This is an optimization exercise on Yosys and OpenROAD, whose aim is small area and a short achievable clock period, not a production implementation.
At most, simulation tests tie the RTL to the original design; equivalence was not proved.
Function not checked in runs 2 and 3: the RTL went through the layout flow alone.
Power is estimated from default activity; no workload was simulated.

## flow/design.v (module list and top-level ports; edited modules follow where they fit)
// module incline_sat: 7 lines
// module cpa_ts: 91 lines
// module cpa_ic: 91 lines
// module cpa_prod: 168 lines
// module desiredDrive: 204 lines
// module desiredDrive_reg: 633 lines
module desiredDrive_reg(
    input clk, rst_n,
    input [11:0] avg_torque,
    input [4:0] cadence,
    input not_pedaling,
    input [12:0] incline,
    input [2:0] scale,
    output logic [11:0] target_curr
);
  // ...
==> flow/flow/run.sh <==
#!/bin/bash
# Layout flow: the standard flow (standard.sh), with these changes:
#  - synthesis: Yosys's generic "synth -run fine:" step skips its early ABC
#    pass (-noabc), so that extract_fa sees the RTL's full adders as written
#    (without the input/output inversions that pass puts around them), and
#    extract_fa leaves the carry-propagate adders (instances u_cpa_*) and the
#    whole input stage (instance iDD) to the
#    final ABC mapping instead of building them from adder cells; the rest of
#    synthesis (dfflibmap, flatten, renaming) is as in the standard flow's synthesis, but
#    the final ABC mapping runs flow/map.abc, a delay-oriented mapping without
#    ABC's own buffering and sizing (OpenROAD's repair sizes the cells later);
#  - the port buffers are PORT_BUF cells;
#  - ORFS's timing repair aims for SETUP_MARGIN ns of setup slack.
# The SDC, the clock period and every other step are the standard flow's.
set -euo pipefail
HERE=$(pwd)
SETUP_MARGIN=7.6
PORT_BUF=sky130_fd_sc_hd__buf_1
# ORFS's synth.tcl with the changes
sed -e 's/synth -top \$::env(DESIGN_NAME) -run fine: {\*}\$synth_full_args/synth -top $::env(DESIGN_NAME) -run fine: -noabc {*}$synth_full_args/' \
    -e 's/extract_fa {\*}\[dont_use_extract_fa_args\]/extract_fa {*}[dont_use_extract_fa_args] c:* c:*u_cpa_* %d c:iDD.* %d/' \
    -e "s#^  log_cmd abc {\*}\\\$abc_args\$#  log_cmd abc {*}[lreplace \$abc_args 1 1 $HERE/flow/map.abc]#" \
    "$FLOW_HOME/scripts/synth.tcl" > "$HERE/synth_changed.tcl"
grep -q -F -- '-run fine: -noabc' "$HERE/synth_changed.tcl"
grep -q -F -- 'extract_fa {*}[dont_use_extract_fa_args] c:* c:*u_cpa_* %d c:iDD.* %d' "$HERE/synth_changed.tcl"
grep -q -F -- "log_cmd abc {*}[lreplace \$abc_args 1 1 $HERE/flow/map.abc]" "$HERE/synth_changed.tcl"
# The standard flow's synthesis wrapper, sourcing the changed synth.tcl
sed "s#source \$::env(SCRIPTS_DIR)/synth.tcl#source $HERE/synth_changed.tcl#" synth_recipe.tcl > "$HERE/flow_synth.tcl"
grep -q -F "source $HERE/synth_changed.tcl" "$HERE/flow_synth.tcl"
# The standard.sh, pointed at that wrapper
sed "s#SYNTH_SCRIPT=[^ ]*#SYNTH_SCRIPT=$HERE/flow_synth.tcl#" standard.sh > "$HERE/flow_standard.sh"
grep -q -F "SYNTH_SCRIPT=$HERE/flow_synth.tcl" "$HERE/flow_standard.sh"
bash "$HERE/flow_standard.sh" SETUP_SLACK_MARGIN=$SETUP_MARGIN \
    "BUFFER_PORTS_ARGS=-buffer_cell $PORT_BUF" finish > "$HERE/flow_make.log" 2>&1
==> flow/flow/map.abc <==
strash
dch
map -B 0.9
topo
stime -c
==> flow/standard.sh <==
#!/bin/bash
# synth_recipe.tcl (not shown) runs the flow's synth.tcl, then flattens the netlist and writes it again
# the make line also repeats each setting of config.mk as NAME=value (left out here)
make -C /OpenROAD-flow-scripts/flow DESIGN_CONFIG=/design/flow/config.mk WORK_HOME=/design/flow/orfs CLKGATE_MAP_FILE= SYNTH_SCRIPT=/design/flow/synth_recipe.tcl "${@:-finish}"
==> flow/config.mk <==
export PLATFORM = sky130hd
export DESIGN_NAME = desiredDrive_reg
export DESIGN_NICKNAME = desiredDrive_reg
export VERILOG_FILES = /design/flow/design.v
export SDC_FILE = /design/flow/constraint.sdc
export NUM_CORES = 4
export LEC_CHECK = 0
export CAP_MARGIN = 20
export CORE_MARGIN = 2
export CORE_UTILIZATION = 40
export CTS_BUF_LIST = sky130_fd_sc_hd__clkbuf_4 sky130_fd_sc_hd__clkbuf_8
export SLEW_MARGIN = 20
export TNS_END_PERCENT = 5
==> flow/constraint.sdc <==
create_clock -name core_clock -period 13.0 [get_ports {clk}]
set_input_delay 2.6000 -clock core_clock [delete_from_list [all_inputs] [get_ports {clk}]]
set_output_delay 2.6000 -clock core_clock [all_outputs]
set_load 0.01 [all_outputs]
==> impl_results.md, run 1 <==
* Status: no timing/DRC/antenna violations
* Vias/cell at 4.94
* Area Overhead vs Synth at 8.31%
* Data required, critical path at 13210 ps
* Most used cell, CP: nand2_1
* Height of the die at 159 um
* Worst-Skew Late Latency at 320 ps
* N_taps at 319
* Internal power at 0.466 mW
* Actual slew at the worst max-slew pin at 783 ps
* Vias at 8503
* Multi-input gate area at 8010 um^2
* Clock-cell share of area at 0.930%
* DRT iter0 DRCs at 500
* GR Layer Usage met1 at 27.3%
* # Post-CTS Setup Buffers at 0
* Top cell family by delay on the critical path: simple AND/OR/NAND/NOR gates
* Pins Over Slew Limit at 0
* Post-detail-place hpwl at 19100 um
* Fraction of area in multi-input gates at 77.3%
* Ports at 48
* Row count at 56
* Synth area leaders: fa_1 35%, nand2_1 14%, nor2_1 12%, clkinv_1 6.7%, ha_1 6.5%
* Slowest-stage cell, CP: ha_1
* Layout cells sized above 1 at 4.28%
* Post-synthesis sequential area ratio at 9.94%
* Crit path depth at 25
* Placed Area at 10200 um^2
* Top FF cell, synth: dfxtp_1
* Met3 wire length at 799 um
* Setup TNS at 0 ps
==> module desiredDrive, before the edit <==
module desiredDrive(
    input [11:0] avg_torque,
    input [4:0] cadence,
    input not_pedaling,
    input [12:0] incline,
    input [2:0] scale,
    output [14:0] ts_prod,
    output [14:0] ic_prod
);
logic torque_ge;
assign torque_ge = avg_torque[11] | avg_torque[10] | (avg_torque[9] & avg_torque[8] & avg_torque[7]);
logic [11:0] torque_pos;
assign torque_pos = {avg_torque[11:7] - 5'd7, avg_torque[6:0]};
logic inc_hi, inc_lo;
assign inc_hi = ~incline[12] & (|incline[11:8]);
assign inc_lo = incline[12] & ~(&incline[11:8]);
logic [8:0] incline_factor_lo;
assign incline_factor_lo = {~incline[8], incline[7:0]};
logic [8:0] incline_factor_limit;
assign incline_factor_limit = incline_factor_lo | {9{inc_hi}};
logic active;
assign active = (|cadence[4:1]) & ~not_pedaling & torque_ge & ~inc_lo;
logic [2:0] scale_g;
assign scale_g = active ? scale : 3'h0;
wire a_p1 = torque_pos[0] & scale[0];
wire a_p2 = torque_pos[0] & scale[1];
wire a_p3 = torque_pos[0] & scale[2];
wire a_p4 = torque_pos[1] & scale[0];
wire a_p5 = torque_pos[1] & scale[1];
wire a_p6 = torque_pos[1] & scale[2];
wire a_p7 = torque_pos[2] & scale[0];
wire a_p8 = torque_pos[2] & scale[1];
wire a_p9 = torque_pos[2] & scale[2];
wire a_p10 = torque_pos[3] & scale[0];
wire a_p11 = torque_pos[3] & scale[1];
wire a_p12 = torque_pos[3] & scale[2];
wire a_p13 = torque_pos[4] & scale[0];
wire a_p14 = torque_pos[4] & scale[1];
wire a_p15 = torque_pos[4] & scale[2];
wire a_p16 = torque_pos[5] & scale[0];
wire a_p17 = torque_pos[5] & scale[1];
wire a_p18 = torque_pos[5] & scale[2];
wire a_p19 = torque_pos[6] & scale[0];
wire a_p20 = torque_pos[6] & scale[1];
wire a_p21 = torque_pos[6] & scale[2];
wire a_p22 = torque_pos[7] & scale[0];
wire a_p23 = torque_pos[7] & scale[1];
wire a_p24 = torque_pos[7] & scale[2];
wire a_p25 = torque_pos[8] & scale[0];
wire a_p26 = torque_pos[8] & scale[1];
wire a_p27 = torque_pos[8] & scale[2];
wire a_p28 = torque_pos[9] & scale[0];
wire a_p29 = torque_pos[9] & scale[1];
wire a_p30 = torque_pos[9] & scale[2];
wire a_p31 = torque_pos[10] & scale[0];
wire a_p32 = torque_pos[10] & scale[1];
wire a_p33 = torque_pos[10] & scale[2];
wire a_p34 = torque_pos[11] & scale[0];
wire a_p35 = torque_pos[11] & scale[1];
wire a_p36 = torque_pos[11] & scale[2];
wire a_s37 = a_p3 ^ a_p5;
wire a_c38 = a_p3 & a_p5;
wire a_s39 = a_p6 ^ a_p8 ^ a_p10;
wire a_c40 = (a_p6 & a_p8) | (a_p6 & a_p10) | (a_p8 & a_p10);
wire a_s41 = a_p9 ^ a_p11 ^ a_p13;
wire a_c42 = (a_p9 & a_p11) | (a_p9 & a_p13) | (a_p11 & a_p13);
wire a_s43 = a_p12 ^ a_p14 ^ a_p16;
wire a_c44 = (a_p12 & a_p14) | (a_p12 & a_p16) | (a_p14 & a_p16);
wire a_s45 = a_p15 ^ a_p17 ^ a_p19;
wire a_c46 = (a_p15 & a_p17) | (a_p15 & a_p19) | (a_p17 & a_p19);
wire a_s47 = a_p18 ^ a_p20 ^ a_p22;
wire a_c48 = (a_p18 & a_p20) | (a_p18 & a_p22) | (a_p20 & a_p22);
wire a_s49 = a_p21 ^ a_p23 ^ a_p25;
wire a_c50 = (a_p21 & a_p23) | (a_p21 & a_p25) | (a_p23 & a_p25);
wire a_s51 = a_p24 ^ a_p26 ^ a_p28;
wire a_c52 = (a_p24 & a_p26) | (a_p24 & a_p28) | (a_p26 & a_p28);
wire a_s53 = a_p27 ^ a_p29 ^ a_p31;
wire a_c54 = (a_p27 & a_p29) | (a_p27 & a_p31) | (a_p29 & a_p31);
wire a_s55 = a_p30 ^ a_p32 ^ a_p34;
wire a_c56 = (a_p30 & a_p32) | (a_p30 & a_p34) | (a_p32 & a_p34);
wire a_s57 = a_p33 ^ a_p35;
wire a_c58 = a_p33 & a_p35;
wire [14:0] a_q59;
cpa_ts u_cpa_ts(.a({1'b0, a_p36, a_c56, a_c54, a_c52, a_c50, a_c48, a_c46, a_c44, a_c42, a_c40, a_c38, a_p7, a_p2, a_p1}), .b({1'b0, a_c58, a_s57, a_s55, a_s53, a_s51, a_s49, a_s47, a_s45, a_s43, a_s41, a_s39, a_s37, a_p4, 1'b0}), .s(a_q59));
wire a_p60 = incline_factor_lo[0] & cadence[0];
wire a_p61 = incline_factor_lo[0] & cadence[1];
wire a_p62 = incline_factor_lo[0] & cadence[2];
wire a_p63 = incline_factor_lo[0] & cadence[3];
wire a_p64 = incline_factor_lo[0] & cadence[4];
wire a_p65 = incline_factor_lo[1] & cadence[0];
wire a_p66 = incline_factor_lo[1] & cadence[1];
wire a_p67 = incline_factor_lo[1] & cadence[2];
wire a_p68 = incline_factor_lo[1] & cadence[3];
wire a_p69 = incline_factor_lo[1] & cadence[4];
wire a_p70 = incline_factor_lo[2] & cadence[0];
wire a_p71 = incline_factor_lo[2] & cadence[1];
wire a_p72 = incline_factor_lo[2] & cadence[2];
wire a_p73 = incline_factor_lo[2] & cadence[3];
wire a_p74 = incline_factor_lo[2] & cadence[4];
wire a_p75 = incline_factor_lo[3] & cadence[0];
wire a_p76 = incline_factor_lo[3] & cadence[1];
wire a_p77 = incline_factor_lo[3] & cadence[2];
wire a_p78 = incline_factor_lo[3] & cadence[3];
wire a_p79 = incline_factor_lo[3] & cadence[4];
wire a_p80 = incline_factor_lo[4] & cadence[0];
wire a_p81 = incline_factor_lo[4] & cadence[1];
wire a_p82 = incline_factor_lo[4] & cadence[2];
wire a_p83 = incline_factor_lo[4] & cadence[3];
wire a_p84 = incline_factor_lo[4] & cadence[4];
wire a_p85 = incline_factor_lo[5] & cadence[0];
wire a_p86 = incline_factor_lo[5] & cadence[1];
wire a_p87 = incline_factor_lo[5] & cadence[2];
wire a_p88 = incline_factor_lo[5] & cadence[3];
wire a_p89 = incline_factor_lo[5] & cadence[4];
wire a_p90 = incline_factor_lo[6] & cadence[0];
wire a_p91 = incline_factor_lo[6] & cadence[1];
wire a_p92 = incline_factor_lo[6] & cadence[2];
wire a_p93 = incline_factor_lo[6] & cadence[3];
wire a_p94 = incline_factor_lo[6] & cadence[4];
wire a_p95 = incline_factor_lo[7] & cadence[0];
wire a_p96 = incline_factor_lo[7] & cadence[1];
wire a_p97 = incline_factor_lo[7] & cadence[2];
wire a_p98 = incline_factor_lo[7] & cadence[3];
wire a_p99 = incline_factor_lo[7] & cadence[4];
wire a_p100 = incline_factor_lo[8] & cadence[0];
wire a_p101 = incline_factor_lo[8] & cadence[1];
wire a_p102 = incline_factor_lo[8] & cadence[2];
wire a_p103 = incline_factor_lo[8] & cadence[3];
wire a_p104 = incline_factor_lo[8] & cadence[4];
wire a_s105 = a_p64 ^ a_p68;
wire a_c106 = a_p64 & a_p68;
wire a_s107 = incline_factor_lo[0] ^ a_p69 ^ a_p73;
wire a_c108 = (incline_factor_lo[0] & a_p69) | (incline_factor_lo[0] & a_p73) | (a_p69 & a_p73);
wire a_s109 = a_p77 ^ a_p81;
wire a_c110 = a_p77 & a_p81;
wire a_s111 = incline_factor_lo[1] ^ a_p74 ^ a_p78;
wire a_c112 = (incline_factor_lo[1] & a_p74) | (incline_factor_lo[1] & a_p78) | (a_p74 & a_p78);
wire a_s113 = a_p82 ^ a_p86 ^ a_p90;
wire a_c114 = (a_p82 & a_p86) | (a_p82 & a_p90) | (a_p86 & a_p90);
wire a_s115 = incline_factor_lo[2] ^ a_p79 ^ a_p83;
wire a_c116 = (incline_factor_lo[2] & a_p79) | (incline_factor_lo[2] & a_p83) | (a_p79 & a_p83);
wire a_s117 = a_p87 ^ a_p91 ^ a_p95;
wire a_c118 = (a_p87 & a_p91) | (a_p87 & a_p95) | (a_p91 & a_p95);
wire a_s119 = incline_factor_lo[3] ^ a_p84 ^ a_p88;
wire a_c120 = (incline_factor_lo[3] & a_p84) | (incline_factor_lo[3] & a_p88) | (a_p84 & a_p88);
wire a_s121 = a_p92 ^ a_p96 ^ a_p100;
wire a_c122 = (a_p92 & a_p96) | (a_p92 & a_p100) | (a_p96 & a_p100);
wire a_s123 = incline_factor_lo[4] ^ a_p89 ^ a_p93;
wire a_c124 = (incline_factor_lo[4] & a_p89) | (incline_factor_lo[4] & a_p93) | (a_p89 & a_p93);
wire a_s125 = a_p97 ^ a_p101;
wire a_c126 = a_p97 & a_p101;
wire a_s127 = incline_factor_lo[5] ^ a_p94 ^ a_p98;
wire a_c128 = (incline_factor_lo[5] & a_p94) | (incline_factor_lo[5] & a_p98) | (a_p94 & a_p98);
wire a_s129 = a_p63 ^ a_p67;
wire a_c130 = a_p63 & a_p67;
wire a_s131 = a_p72 ^ a_p76 ^ a_p80;
wire a_c132 = (a_p72 & a_p76) | (a_p72 & a_p80) | (a_p76 & a_p80);
wire a_s133 = a_p85 ^ a_c106 ^ a_s107;
wire a_c134 = (a_p85 & a_c106) | (a_p85 & a_s107) | (a_c106 & a_s107);
wire a_s135 = a_c108 ^ a_c110 ^ a_s111;
wire a_c136 = (a_c108 & a_c110) | (a_c108 & a_s111) | (a_c110 & a_s111);
wire a_s137 = a_c112 ^ a_c114 ^ a_s115;
wire a_c138 = (a_c112 & a_c114) | (a_c112 & a_s115) | (a_c114 & a_s115);
wire a_s139 = a_c116 ^ a_c118 ^ a_s119;
wire a_c140 = (a_c116 & a_c118) | (a_c116 & a_s119) | (a_c118 & a_s119);
wire a_s141 = a_c120 ^ a_c122 ^ a_s123;
wire a_c142 = (a_c120 & a_c122) | (a_c120 & a_s123) | (a_c122 & a_s123);
wire a_s143 = a_p102 ^ a_c124 ^ a_c126;
wire a_c144 = (a_p102 & a_c124) | (a_p102 & a_c126) | (a_c124 & a_c126);
wire a_s145 = incline_factor_lo[6] ^ a_p99 ^ a_p103;
wire a_c146 = (incline_factor_lo[6] & a_p99) | (incline_factor_lo[6] & a_p103) | (a_p99 & a_p103);
wire a_s147 = a_p62 ^ a_p66;
wire a_c148 = a_p62 & a_p66;
wire a_s149 = a_p71 ^ a_p75 ^ a_s129;
wire a_c150 = (a_p71 & a_p75) | (a_p71 & a_s129) | (a_p75 & a_s129);
wire a_s151 = a_s105 ^ a_c130 ^ a_s131;
wire a_c152 = (a_s105 & a_c130) | (a_s105 & a_s131) | (a_c130 & a_s131);
wire a_s153 = a_s109 ^ a_c132 ^ a_s133;
wire a_c154 = (a_s109 & a_c132) | (a_s109 & a_s133) | (a_c132 & a_s133);
wire a_s155 = a_s113 ^ a_c134 ^ a_s135;
wire a_c156 = (a_s113 & a_c134) | (a_s113 & a_s135) | (a_c134 & a_s135);
wire a_s157 = a_s117 ^ a_c136 ^ a_s137;
wire a_c158 = (a_s117 & a_c136) | (a_s117 & a_s137) | (a_c136 & a_s137);
wire a_s159 = a_s121 ^ a_c138 ^ a_s139;
wire a_c160 = (a_s121 & a_c138) | (a_s121 & a_s139) | (a_c138 & a_s139);
wire a_s161 = a_s125 ^ a_c140 ^ a_s141;
wire a_c162 = (a_s125 & a_c140) | (a_s125 & a_s141) | (a_c140 & a_s141);
wire a_s163 = a_s127 ^ a_c142 ^ a_s143;
wire a_c164 = (a_s127 & a_c142) | (a_s127 & a_s143) | (a_c142 & a_s143);
wire a_s165 = a_c128 ^ a_c144 ^ a_s145;
wire a_c166 = (a_c128 & a_c144) | (a_c128 & a_s145) | (a_c144 & a_s145);
wire a_s167 = incline_factor_lo[7] ^ a_p104 ^ a_c146;
wire a_c168 = (incline_factor_lo[7] & a_p104) | (incline_factor_lo[7] & a_c146) | (a_p104 & a_c146);
wire [14:0] a_q169;
cpa_ic u_cpa_ic(.a({1'b0, incline_factor_lo[8], a_c166, a_c164, a_c162, a_c160, a_c158, a_c156, a_c154, a_c152, a_c150, a_c148, a_p70, a_p61, a_p60}), .b({1'b0, a_c168, a_s167, a_s165, a_s163, a_s161, a_s159, a_s157, a_s155, a_s153, a_s151, a_s149, a_s147, a_p65, 1'b0}), .s(a_q169));
logic [5:0] cf_m1;
assign cf_m1 = {1'b1, cadence} - 6'd1;
logic [14:0] ic_lo_prod;
assign ic_lo_prod = {a_q169[14], a_q169[13], a_q169[12], a_q169[11], a_q169[10], a_q169[9], a_q169[8], a_q169[7], a_q169[6], a_q169[5], a_q169[4], a_q169[3], a_q169[2], a_q169[1], a_q169[0]};
logic [14:0] ic_sel;
assign ic_sel = inc_hi ? {cf_m1, 3'b111, ~cf_m1} : ic_lo_prod;
assign ts_prod = {15{active}} & {a_q59[14], a_q59[13], a_q59[12], a_q59[11], a_q59[10], a_q59[9], a_q59[8], a_q59[7], a_q59[6], a_q59[5], a_q59[4], a_q59[3], a_q59[2], a_q59[1], a_q59[0]};
assign ic_prod = {ic_sel[14], ic_sel[13], ic_sel[12], ic_sel[11], ic_sel[10], ic_sel[9], ic_sel[8], ic_sel[7], ic_sel[6], ic_sel[5], ic_sel[4], ic_sel[3], ic_sel[2], ic_sel[1], ic_sel[0]};
endmodule
==> run 2, diff against run 1 <==
--- a/flow/design.v
+++ b/flow/design.v
@@ -357,33 +357,30 @@
 endmodule
 module desiredDrive(
     input [11:0] avg_torque,
     input [4:0] cadence,
     input not_pedaling,
     input [12:0] incline,
     input [2:0] scale,
     output [14:0] ts_prod,
-    output [14:0] ic_prod
+    output [14:0] ic_prod,
+    output ic_hi
 );
 logic torque_ge;
 assign torque_ge = avg_torque[11] | avg_torque[10] | (avg_torque[9] & avg_torque[8] & avg_torque[7]);
 logic [11:0] torque_pos;
 assign torque_pos = {avg_torque[11:7] - 5'd7, avg_torque[6:0]};
 logic inc_hi, inc_lo;
 assign inc_hi = ~incline[12] & (|incline[11:8]);
 assign inc_lo = incline[12] & ~(&incline[11:8]);
 logic [8:0] incline_factor_lo;
 assign incline_factor_lo = {~incline[8], incline[7:0]};
-logic [8:0] incline_factor_limit;
-assign incline_factor_limit = incline_factor_lo | {9{inc_hi}};
 logic active;
 assign active = (|cadence[4:1]) & ~not_pedaling & torque_ge & ~inc_lo;
-logic [2:0] scale_g;
-assign scale_g = active ? scale : 3'h0;
 wire a_p1 = torque_pos[0] & scale[0];
 wire a_p2 = torque_pos[0] & scale[1];
 wire a_p3 = torque_pos[0] & scale[2];
 wire a_p4 = torque_pos[1] & scale[0];
 wire a_p5 = torque_pos[1] & scale[1];
 wire a_p6 = torque_pos[1] & scale[2];
 wire a_p7 = torque_pos[2] & scale[0];
 wire a_p8 = torque_pos[2] & scale[1];
@@ -545,52 +542,55 @@
 wire a_s163 = a_s127 ^ a_c142 ^ a_s143;
 wire a_c164 = (a_s127 & a_c142) | (a_s127 & a_s143) | (a_c142 & a_s143);
 wire a_s165 = a_c128 ^ a_c144 ^ a_s145;
 wire a_c166 = (a_c128 & a_c144) | (a_c128 & a_s145) | (a_c144 & a_s145);
 wire a_s167 = incline_factor_lo[7] ^ a_p104 ^ a_c146;
 wire a_c168 = (incline_factor_lo[7] & a_p104) | (incline_factor_lo[7] & a_c146) | (a_p104 & a_c146);
 wire [14:0] a_q169;
 cpa_ic u_cpa_ic(.a({1'b0, incline_factor_lo[8], a_c166, a_c164, a_c162, a_c160, a_c158, a_c156, a_c154, a_c152, a_c150, a_c148, a_p70, a_p61, a_p60}), .b({1'b0, a_c168, a_s167, a_s165, a_s163, a_s161, a_s159, a_s157, a_s155, a_s153, a_s151, a_s149, a_s147, a_p65, 1'b0}), .s(a_q169));
-logic [5:0] cf_m1;
-assign cf_m1 = {1'b1, cadence} - 6'd1;
-logic [14:0] ic_lo_prod;
-assign ic_lo_prod = {a_q169[14], a_q169[13], a_q169[12], a_q169[11], a_q169[10], a_q169[9], a_q169[8], a_q169[7], a_q169[6], a_q169[5], a_q169[4], a_q169[3], a_q169[2], a_q169[1], a_q169[0]};
-logic [14:0] ic_sel;
-assign ic_sel = inc_hi ? {cf_m1, 3'b111, ~cf_m1} : ic_lo_prod;
 assign ts_prod = {15{active}} & {a_q59[14], a_q59[13], a_q59[12], a_q59[11], a_q59[10], a_q59[9], a_q59[8], a_q59[7], a_q59[6], a_q59[5], a_q59[4], a_q59[3], a_q59[2], a_q59[1], a_q59[0]};
-assign ic_prod = {ic_sel[14], ic_sel[13], ic_sel[12], ic_sel[11], ic_sel[10], ic_sel[9], ic_sel[8], ic_sel[7], ic_sel[6], ic_sel[5], ic_sel[4], ic_sel[3], ic_sel[2], ic_sel[1], ic_sel[0]};
+assign ic_prod = {a_q169[14], a_q169[13], a_q169[12], a_q169[11], a_q169[10], a_q169[9], a_q169[8], a_q169[7], a_q169[6], a_q169[5], a_q169[4], a_q169[3], a_q169[2], a_q169[1], a_q169[0]};
+assign ic_hi = inc_hi;
 endmodule
 module desiredDrive_reg(
     input clk, rst_n,
     input [11:0] avg_torque,
     input [4:0] cadence,
     input not_pedaling,
     input [12:0] incline,
     input [2:0] scale,
     output logic [11:0] target_curr
 );
 logic [14:0] ts_nxt, ic_nxt;
+logic ic_hi;
 logic [14:0] ts_rn, ic_rn;
 desiredDrive iDD(.avg_torque(avg_torque), .cadence(cadence), .not_pedaling(not_pedaling),
-                 .incline(incline), .scale(scale), .ts_prod(ts_nxt), .ic_prod(ic_nxt));
+                 .incline(incline), .scale(scale), .ts_prod(ts_nxt), .ic_prod(ic_nxt),
+                 .ic_hi(ic_hi));
+logic ic_hi_r;
+logic [4:0] cad_r;
 always_ff @(posedge clk) begin
     ts_rn <= ~ts_nxt;
     ic_rn <= ~ic_nxt;
+    ic_hi_r <= ic_hi;
+    cad_r <= cadence;
 end
 logic valid;
 always_ff @(posedge clk, negedge rst_n) begin
     if (!rst_n)
         valid <= 1'b0;
     else
         valid <= 1'b1;
 end
+logic [5:0] cf_m1;
+assign cf_m1 = {1'b1, cad_r} - 6'd1;
 logic [14:0] ts_r, ic_r;
 assign ts_r = ~ts_rn;
-assign ic_r = ~ic_rn;
+assign ic_r = ic_hi_r ? {cf_m1, 3'b111, ~cf_m1} : ~ic_rn;
 wire b_p1 = ts_r[0] & ic_r[0];
 wire b_p2 = ts_r[0] & ic_r[1];
 wire b_p3 = ts_r[0] & ic_r[2];
 wire b_p4 = ts_r[0] & ic_r[3];
 wire b_p5 = ts_r[0] & ic_r[4];
 wire b_p6 = ts_r[0] & ic_r[5];
 wire b_p7 = ts_r[0] & ic_r[6];
 wire b_p8 = ts_r[0] & ic_r[7];
==> flow/flow/run.sh (replaced) <==
#!/bin/bash
# Layout flow: the standard flow (standard.sh), with these changes:
#  - synthesis: Yosys's generic "synth -run fine:" step skips its early ABC
#    pass (-noabc), so that extract_fa sees the RTL's full adders as written
#    (without the input/output inversions that pass puts around them), and
#    extract_fa leaves the carry-propagate adders (instances u_cpa_*) to the
#    final ABC mapping instead of building them from adder cells; the rest of
#    synthesis (dfflibmap, flatten, renaming) is as in the standard flow's synthesis, but
#    the final ABC mapping runs flow/map.abc, a delay-oriented mapping without
#    ABC's own buffering and sizing (OpenROAD's repair sizes the cells later);
#  - the port buffers are PORT_BUF cells;
#  - ORFS's timing repair aims for SETUP_MARGIN ns of setup slack.
# The SDC, the clock period and every other step are the standard flow's.
set -euo pipefail
HERE=$(pwd)
SETUP_MARGIN=8.0
PORT_BUF=sky130_fd_sc_hd__buf_1
# ORFS's synth.tcl with the changes
sed -e 's/synth -top \$::env(DESIGN_NAME) -run fine: {\*}\$synth_full_args/synth -top $::env(DESIGN_NAME) -run fine: -noabc {*}$synth_full_args/' \
    -e 's/extract_fa {\*}\[dont_use_extract_fa_args\]/extract_fa {*}[dont_use_extract_fa_args] c:* c:*u_cpa_* %d/' \
    -e "s#^  log_cmd abc {\*}\\\$abc_args\$#  log_cmd abc {*}[lreplace \$abc_args 1 1 $HERE/flow/map.abc]#" \
    "$FLOW_HOME/scripts/synth.tcl" > "$HERE/synth_changed.tcl"
grep -q -F -- '-run fine: -noabc' "$HERE/synth_changed.tcl"
grep -q -F -- 'extract_fa {*}[dont_use_extract_fa_args] c:* c:*u_cpa_* %d' "$HERE/synth_changed.tcl"
grep -q -F -- "log_cmd abc {*}[lreplace \$abc_args 1 1 $HERE/flow/map.abc]" "$HERE/synth_changed.tcl"
# The standard flow's synthesis wrapper, sourcing the changed synth.tcl
sed "s#source \$::env(SCRIPTS_DIR)/synth.tcl#source $HERE/synth_changed.tcl#" synth_recipe.tcl > "$HERE/flow_synth.tcl"
grep -q -F "source $HERE/synth_changed.tcl" "$HERE/flow_synth.tcl"
# The standard.sh, pointed at that wrapper
sed "s#SYNTH_SCRIPT=[^ ]*#SYNTH_SCRIPT=$HERE/flow_synth.tcl#" standard.sh > "$HERE/flow_standard.sh"
grep -q -F "SYNTH_SCRIPT=$HERE/flow_synth.tcl" "$HERE/flow_standard.sh"
bash "$HERE/flow_standard.sh" SETUP_SLACK_MARGIN=$SETUP_MARGIN \
    "BUFFER_PORTS_ARGS=-buffer_cell $PORT_BUF" finish > "$HERE/flow_make.log" 2>&1
==> impl_results.md, run 2 <==
* Clk slew on worst S/H paths at 100 ps (was 90 ps)
* Hold Path Class: flip-flop to flip-flop (unchanged)
* Seq cells post-synth at 50 (was 44)
* Row count at 54 (was 56)
* Mean post-synth cell area at 8.05 um^2 (was 7.13 um^2)
* Hold Path Depth at 2 (unchanged)
* DIE AREA at 23600 um^2 (was 25200 um^2)
* Ant. Diodes at 0 (unchanged)
* Total grt overflow at 0 (unchanged)
* Die X at 154 um (was 159 um)
* Post-route ant nets at 0 (unchanged)
* Met2 wire length at 10000 um (was 11600 um)
* Height of the die at 154 um (was 159 um)
* Critical path origin: cad_r[0] (was cadence[4])
* Endpoints failing setup at 0 (unchanged)
* Max transition margin at 48.3% (was 47.8%)
* Worst Path Arrival at 5640 ps (was 5250 ps)
* First-pass GRT wire length at 36900 um (was 40900 um)
* DRC errors left at 0 (unchanged)
* Reg-to-Reg Start: cad_r[0] (was ts_rn[8])
* Wirelength per Cell at 14.5 um (was 13.7 um)
* Layout cells sized above 1 at 10.5% (was 4.28%)
* IR drop worst, VDD at 0.0000439 V (was 0.0000483 V)
* FF-to-FF path depth at 31 (was 22)
* Commonest non-fill, non-tap cells in the layout: 311 x nor2_1, 199 x fa_1, 195 x nand2_1 (was 343 x nand2_1, 301 x nor2_1, 171 x clkinv_1)
* Share of the synthesized area in the top cell type at 45.4% (was 35.0%)
* Post-Route Skew at 14.5 ps (was 8.00 ps)
* Most common cell after layout, fill and taps aside: nor2_1 (was nand2_1)
* Critical path class: flip-flop to flip-flop (was primary input to flip-flop)
* Cells after Synth at 1111 (was 1341)
* Final Hold Viols at 0 (unchanged)
* Vias in the first global route at 7608 (was 8589)
* Top Registers: ic_rn x15, ts_rn x15, curr_r x12 (unchanged)
* Crit. End Element: flip-flop (unchanged)
* Post-detail-place hpwl at 16700 um (was 19100 um)
* Pins Over Slew Limit at 0 (unchanged)
* Post-synth EDFFs at 0 (unchanged)
* CTS tree: yes (unchanged)
* Core ar. at 21900 um^2 (was 23500 um^2)
* Max-cap viol count at 0 (unchanged)
* TritonCTS buffer count at 5 (unchanged)
* Post-synth top cells: 322 x nor2_1, 210 x nand2_1, 203 x fa_1, 138 x clkinv_1, 36 x dfxtp_1 (was 345 x nand2_1, 301 x nor2_1, 171 x clkinv_1, 167 x fa_1, 76 x nand3_1)
* Ys Warns at 1 (unchanged)
* Top FF cell, synth: dfxtp_1 (unchanged)
* Total power at 1.13 mW (was 0.987 mW)
* Vias at 7213 (was 8503)
* Sink Count at 50 (was 44)
* Most used cell, CP: nand2_2 (was nand2_1)
* Port Buffer Count at 47 (unchanged)
* Status: no timing/DRC/antenna violations (unchanged)
* Count of cell types in the netlist at 25 (was 31)
* Vias/cell at 4.93 (was 4.94)
* Initial antenna violation count at 0 (unchanged)
* Critical R2R Capture: curr_r[8] (unchanged)
* Clk root buf: clkbuf_8 (unchanged)
* WHS at 745 ps (was 699 ps)
* Most numerous cell in the Yosys netlist: nor2_1 (was nand2_1)
* CP Launch Type: flip-flop (was primary input)
* H-tree Lvls at 2 (unchanged)
* Slowest-stage cell, CP: fa_1 (was ha_1)
* WHS Endpoint: curr_r[8] (was sat_r)
* Post-synth top area cell: fa_1 (unchanged)
* Synth area leaders: fa_1 45%, nor2_1 14%, nand2_1 8.8%, dfxtp_1 8.1%, clkinv_1 5.8% (was fa_1 35%, nand2_1 14%, nor2_1 12%, clkinv_1 6.7%, ha_1 6.5%)
* Largest net degree at the start of global routing at 17 (unchanged)
* Post-synthesis sequential area ratio at 12.0% (was 9.94%)
* Placed cells at 1442 (was 1713)
* R2r setup slk at 7630 ps (was 8020 ps)
* Crit-path max cell delay at 540 ps (was 310 ps)
* Worst-Skew Late Latency at 340 ps (was 320 ps)
* RSZ-0062 raised after global routing: yes (unchanged)
* Power Density at 113 nW/um^2 (was 95.2 nW/um^2)
* Initial Util at 40.8% (about the same)
* Met3 wire length at 1200 um (was 799 um)
* Cell Count, Final, Fillers Out at 1462 (was 1721)
* HP Start: valid (unchanged)
* FMAX at 186 MHz (was 198 MHz)
* Max FO, Critical Path at 5 (was 11)
* DR top layer: met4 (unchanged)
* Actual slew at the worst max-slew pin at 775 ps (was 783 ps)
* Mapped Nets at 1373 (was 1594)
* Cell Area, Synth at 8940 um^2 (was 9570 um^2)
* Max Root-Sink Buffers at 2 (unchanged)
* Tcrit/Tclk final at 41.3% (was 38.8%)
* Fin nets at 1443 (was 1654)
* Area Overhead vs Synth at 11.8% (was 8.31%)
* Routed WL at 21200 um (was 23600 um)
* FFs w/ async S/R, synth at 28.0% (was 31.8%)
* Data required, critical path at 13280 ps (was 13210 ps)
* Total leakage power at 5.02 nW (was 5.44 nW)
* DRT iter0 DRCs at 326 (was 500)
* Ports at 48 (unchanged)
* Final Critical Period at 5370 ps (was 5040 ps)
* Routability cong. at 0.819 (was 0.839)
* Gr usage total at 19.3% (was 20.6%)
* Metal1 wirelength at 9710 um (was 10800 um)
* 1st-pass router iterations at 5 (unchanged)
* Setup TNS at 0 ps (unchanged)
run 2: through the flow:
step / cell area (um^2) / utilization [%] / setup WS (ps)
floorplan: 9010 / - / 7720
global placement: 9560 / 43.7 / 7220
detailed placement: 9560 / 43.7 / 7100
CTS: 9880 / 45.1 / 7690
global route: 10000 / 45.7 / 7280
finish: 10000 / 45.7 / 7630
run 2: how the worst max path moves through the flow:
stage,endpoint,slack (ps)
6_report,curr_r[8],7630
5_1_grt,curr_r[11],7280
4_1_cts,curr_r[11],7690
3_5_place_dp,ic_rn[14],7100
3_3_place_gp,ic_rn[14],7220
2_1_floorplan,ic_rn[14],7720
run 2: area by class of cell:
type,count,area (um^2)
multi-input combinational,923,7610
fill,2188,11900
clock inverter,3,43.8
sequential,50,1080
timing repair buffer,63,312
inverter,138,536
clock buffer,5,68.8
tap,280,350
run 2: what timing repair did:
action	4_1_cts	5_1_grt
gates resized for setup	49	26
buffers inserted	8	4
pin swaps	14	17
endpoints found under the setup margin	22	25
hold buffers	0	0
run 2: critical path: cells and delay by family (launching register included):
kind                       cells  cell delay (ps)
AOI/OAI and AO/OA              1               80
xor gates and xnor gates       1              100
DFF                            1              350
and+or+nand+nor               18             1520
buffers and inverters          4              300
adders and majority gates      7             2960
run 2: logic make-up (layout without fill, tap and decap cells):
group	after synthesis	in the layout	share of synthesized area [%]
AOI/OAI and AO/OA	61	61	3.82
xor gates and xnor gates	28	28	2.74
adders and majority gates	226	226	48.7
buffers and inverters	138	209	5.79
DFF	50	50	12.0
other	1	1	0.0419
and+or+nand+nor	607	607	27.0
run 2: where the power goes:
part / internal (mW) / switching (mW) / total, mW
Sequential: 0.190 / 0.0333 / 0.224
Clock: 0.0578 / 0.0583 / 0.116
Combinational: 0.307 / 0.482 / 0.789
Total: 0.555 / 0.573 / 1.13
run 2: metal layers:
| metal | track usage, % | vias up |
|---|---|---|
| met5 | 0 | - |
| met4 | 4.15 | 0 |
| met3 | 3.21 | 17 |
| met2 | 32.5 | 185 |
| met1 | 26.5 | 3506 |
| li1 | - | 3505 |
==> run 3, diff against run 2 <==
--- a/flow/flow/run.sh
+++ b/flow/flow/run.sh
@@ -7,5 +7,4 @@
 #    final ABC mapping instead of building them from adder cells; the rest of
-#    synthesis (dfflibmap, flatten, renaming) is as in the standard flow's synthesis, but
-#    the final ABC mapping runs flow/map.abc, a delay-oriented mapping without
-#    ABC's own buffering and sizing (OpenROAD's repair sizes the cells later);
+#    synthesis (dfflibmap, the final ABC mapping, flatten, renaming) is as in
+#    the standard flow's synthesis;
 #  - the port buffers are PORT_BUF cells;
@@ -20,3 +19,2 @@
     -e 's/extract_fa {\*}\[dont_use_extract_fa_args\]/extract_fa {*}[dont_use_extract_fa_args] c:* c:*u_cpa_* %d/' \
-    -e "s#^  log_cmd abc {\*}\\\$abc_args\$#  log_cmd abc {*}[lreplace \$abc_args 1 1 $HERE/flow/map.abc]#" \
     "$FLOW_HOME/scripts/synth.tcl" > "$HERE/synth_changed.tcl"
@@ -24,3 +22,2 @@
 grep -q -F -- 'extract_fa {*}[dont_use_extract_fa_args] c:* c:*u_cpa_* %d' "$HERE/synth_changed.tcl"
-grep -q -F -- "log_cmd abc {*}[lreplace \$abc_args 1 1 $HERE/flow/map.abc]" "$HERE/synth_changed.tcl"
 # The standard flow's synthesis wrapper, sourcing the changed synth.tcl
--- a/flow/config.mk
+++ b/flow/config.mk
@@ -7,2 +7,3 @@
 export LEC_CHECK = 0
+export ABC_AREA = 1
 export CAP_MARGIN = 20
removed: flow/flow/map.abc
==> impl_results.md, run 3 <==
* Layout cells sized above 1 at 12.6% (was 10.5%)
* Seq cells post-synth at 50 (unchanged)
* Slowest-stage cell, CP: fa_2 (was fa_1)
* Sequential share of power at 19.8% (about the same)
* TritonCTS buffer count at 5 (unchanged)
* Reg-to-Reg Start: cad_r[0] (unchanged)
* First-pass GRT wire length at 37000 um (was 36900 um)
* Max transition margin at 44.7% (was 48.3%)
* Total leakage power at 5.63 nW (was 5.02 nW)
* Die X at 156 um (was 154 um)
* FF-to-FF path depth at 27 (was 31)
* Most common cell after layout, fill and taps aside: nor2_1 (unchanged)
* Top Registers: ic_rn x15, ts_rn x15, curr_r x12 (unchanged)
* Final Critical Period at 5360 ps (was 5370 ps)
* Most used cell, CP: fa_2 (was nand2_2)
* Fill cell count at 2270 (was 2188)
* DRC errors left at 0 (unchanged)
* Cts hold-fix bufs at 0 (unchanged)
* Crit path setup slack, layout at 7640 ps (was 7630 ps)
* Post-synthesis sequential area ratio at 11.6% (was 12.0%)
* Total grt overflow at 0 (unchanged)
* Crit. End Element: flip-flop (unchanged)
* Cells after Synth at 1153 (was 1111)
* Final Hold Viols at 0 (unchanged)
* Crit-path max cell delay at 560 ps (was 540 ps)
* Sink Count at 50 (unchanged)
* IR drop worst, VDD at 0.0000465 V (was 0.0000439 V)
* Post-synth top area cell: fa_1 (unchanged)
* Cell Count, Final, Fillers Out at 1470 (was 1462)
* WHS at 743 ps (was 745 ps)
* H-tree Lvls at 2 (unchanged)
* Clk slew on worst S/H paths at 90 ps (was 100 ps)
* Core Util, Final at 44.5% (was 45.7%)
* Worst-Skew Late Latency at 330 ps (was 340 ps)
* Critical R2R Capture: curr_r[8] (unchanged)
* Max Root-Sink Buffers at 2 (unchanged)
* Critical Path Sink: curr_r[8] (unchanged)
* Setup TNS at 0 ps (unchanged)
* Post-Route Skew at 5.34 ps (was 14.5 ps)
* Vias in the first global route at 7698 (was 7608)
* Commonest non-fill, non-tap cells in the layout: 306 x nor2_1, 192 x fa_1, 182 x nand2_1 (was 311 x nor2_1, 199 x fa_1, 195 x nand2_1)
* Height of the die at 156 um (was 154 um)
* Routed WL at 21400 um (was 21200 um)
* FFs w/ async S/R, synth at 28.0% (unchanged)
* Most numerous cell in the Yosys netlist: nor2_1 (unchanged)
* R2r setup slk at 7640 ps (was 7630 ps)
* Share of the synthesized area in the top cell type at 43.9% (was 45.4%)
* FMAX at 187 MHz (was 186 MHz)
* Switching Share at 51.5% (was 50.8%)
* Ant. Diodes at 0 (unchanged)
* Largest net degree at the start of global routing at 17 (unchanged)
* Clock power frac at 8.4% (was 10.3%)
* Ys Warns at 1 (unchanged)
* Port Buffer Count at 47 (unchanged)
* Design Area, Final at 10100 um^2 (was 10000 um^2)
* Area Overhead vs Synth at 9.19% (was 11.8%)
* Vias/cell at 4.96 (was 4.93)
* Post-synth top cells: 318 x nor2_1, 203 x fa_1, 190 x nand2_1, 135 x inv_1, 36 x dfxtp_1 (was 322 x nor2_1, 210 x nand2_1, 203 x fa_1, 138 x clkinv_1, 36 x dfxtp_1)
* Synth area leaders: fa_1 44%, nor2_1 13%, dfxtp_1 7.8%, nand2_1 7.7%, inv_1 5.5% (was fa_1 45%, nor2_1 14%, nand2_1 8.8%, dfxtp_1 8.1%, clkinv_1 5.8%)
* Vias at 7288 (was 7213)
* Critical path class: flip-flop to flip-flop (unchanged)
* 1st-pass router iterations at 5 (unchanged)
* DIE AREA at 24400 um^2 (was 23600 um^2)
* Status: no timing/DRC/antenna violations (unchanged)
* Net switching power at 0.577 mW (was 0.573 mW)
* Comb pwr share at 71.8% (was 69.9%)
* Post-route ant nets at 0 (unchanged)
* Placed cells at 1447 (was 1442)
* Placement Setup Slack at 7150 ps (was 7100 ps)
* Placed Area at 9660 um^2 (was 9560 um^2)
* CP Launch Type: flip-flop (unchanged)
* Gr usage total at 19.0% (was 19.3%)
* Cell Area, Synth at 9260 um^2 (was 8940 um^2)
* HP Start: valid (unchanged)
* Row count at 55 (was 54)
* Tcrit/Tclk final at 41.2% (was 41.3%)
* Endpoints failing setup at 0 (unchanged)
* Power Density at 111 nW/um^2 (was 113 nW/um^2)
* Pins Over Slew Limit at 0 (unchanged)
* RSZ-0062 raised after global routing: yes (unchanged)
* Mapped Nets at 1415 (was 1373)
* Data required, critical path at 13230 ps (was 13280 ps)
* DRT iter0 DRCs at 430 (was 326)
* Actual slew at the worst max-slew pin at 828 ps (was 775 ps)
* Critical path origin: cad_r[0] (unchanged)
* Clk root buf: clkbuf_8 (unchanged)
* Post-synth EDFFs at 0 (unchanged)
* CTS tree: yes (unchanged)
* Internal power at 0.543 mW (was 0.555 mW)
* Ports at 48 (unchanged)
* Count of cell types in the netlist at 41 (was 25)
* Fin nets at 1446 (was 1443)
* Initial antenna violation count at 0 (unchanged)
* Wirelength per Cell at 14.5 um (about the same)
* Mean post-synth cell area at 8.03 um^2 (was 8.05 um^2)
* Core ar. at 22700 um^2 (was 21900 um^2)
* Worst Path Arrival at 5590 ps (was 5640 ps)
* Routability cong. at 0.821 (was 0.819)
* Post-detail-place hpwl at 16800 um (was 16700 um)
* Max FO, Critical Path at 3 (was 5)
* Total power at 1.12 mW (was 1.13 mW)
* Max-cap viol count at 0 (unchanged)
* Top FF cell, synth: dfxtp_1 (unchanged)
* Hold Path Class: flip-flop to flip-flop (unchanged)
* Initial Util at 40.8% (about the same)
==> run 3: worst max-delay path: cells and delay by family, from the launching register on <==
kind | cells | cell delay, ps
xor gates and xnor gates | 1 | 130
and+or+nand+nor | 12 | 1090
buffers and inverters | 5 | 410
AOI/OAI and AO/OA | 2 | 190
DFF | 1 | 330
adders and majority gates | 7 | 3120
==> run 3: how the worst min path moves through the flow <==
stage	depth (start not counted)	endpoint
2_1_floorplan	2	curr_r[0]
3_3_place_gp	2	curr_r[8]
3_5_place_dp	2	curr_r[10]
4_1_cts	2	curr_r[10]
5_1_grt	2	curr_r[10]
6_report	2	curr_r[10]
==> run 3: logic make-up (layout without fill, tap and decap cells) <==
kind of cell	after synthesis	after routing	synth area share, %
other cells	1	1	0.0405
fa+ha+maj	226	226	47.0
simple gates	607	607	27.1
compound gates	61	61	4.07
buf+inv	180	212	7.56
flops	50	50	11.6
xor+xnor	28	28	2.65
==> run 3: final cells by class <==
class / instances / area (um^2) / share of cell area [%]
clock buffer: 5 / 68.8 / 0.681
sequential: 50 / 1080 / 10.7
clock inverter: 3 / 21.3 / 0.210
inverter: 138 / 520 / 5.15
multi-input combinational: 923 / 7730 / 76.5
tap: 285 / 357 / 3.53
timing repair buffer: 66 / 327 / 3.23
==> run 3: timing repair <==
| item | in CTS | in global routing |
|---|---|---|
| setup endpoints to repair | 21 | 23 |
| pin swaps | 24 | 23 |
| setup buffers | 11 | 4 |
| resized for setup | 49 | 28 |
| cloned | 0 | 0 |
==> run 3: power by group through the flow <==
stage / combinational (mW) / clock [mW] / sequential (mW)
floorplan: 0.577 / 0 / 0.203
global placement: 0.706 / 0 / 0.226
detailed placement: 0.720 / 0 / 0.225
CTS: 0.770 / 0.0984 / 0.222
global route: 0.918 / 0.104 / 0.226
finish: 0.804 / 0.0942 / 0.222
==> run 3: layer usage <==
layer	wire length, um	part of all wire [%]	global-route usage [%]	up-vias
li1	-	-	-	3498
met1	9280	43	24.8	3546
met2	10500	49	33.2	226
met3	1300	6.1	2.64	18
met4	274	1.3	4.76	0
met5	0	0	0	-

## what the ideal ports hide
The flow's constraints put no driver on any port. The routed layouts listed below were extracted and timed again, unchanged, in two steps. Step 1 (the two cells are an assumption about what drives the block):
set clk [get_ports {clk}]
set_driving_cell -lib_cell sky130_fd_sc_hd__clkbuf_16 $clk
set_driving_cell -lib_cell sky130_fd_sc_hd__buf_2 [delete_from_list [all_inputs] $clk]
Step 2 times the ports against the registers' clock, not the clock port: input delays grow and output delays shrink by t, the midpoint of the rising clock arrivals with the driver on. Three values: ideal, step 1, step 2; two values: the first two.
run	t (ns)	slack for setup (ns)	hold WS [ns]	latest minus earliest clock arrival (ns)	worst register clock-pin slew, ns
run 1	0.358	7.958 / 7.975 / 7.617	0.699 / 0.699 / 0.699	0.009 / 0.010	0.09 / 0.09
run 2	0.369	7.634 / 7.634 / 7.349	0.745 / 0.745 / 0.745	0.014 / 0.014	0.10 / 0.10
run 3	0.362	7.642 / 7.642 / 7.366	0.743 / 0.743 / 0.743	0.006 / 0.006	0.09 / 0.09
After both steps setup and hold are still met in every run listed. The setup slack of run 1, which loses most, moves by +0.017 ns with the drivers and by -0.341 ns with both steps.
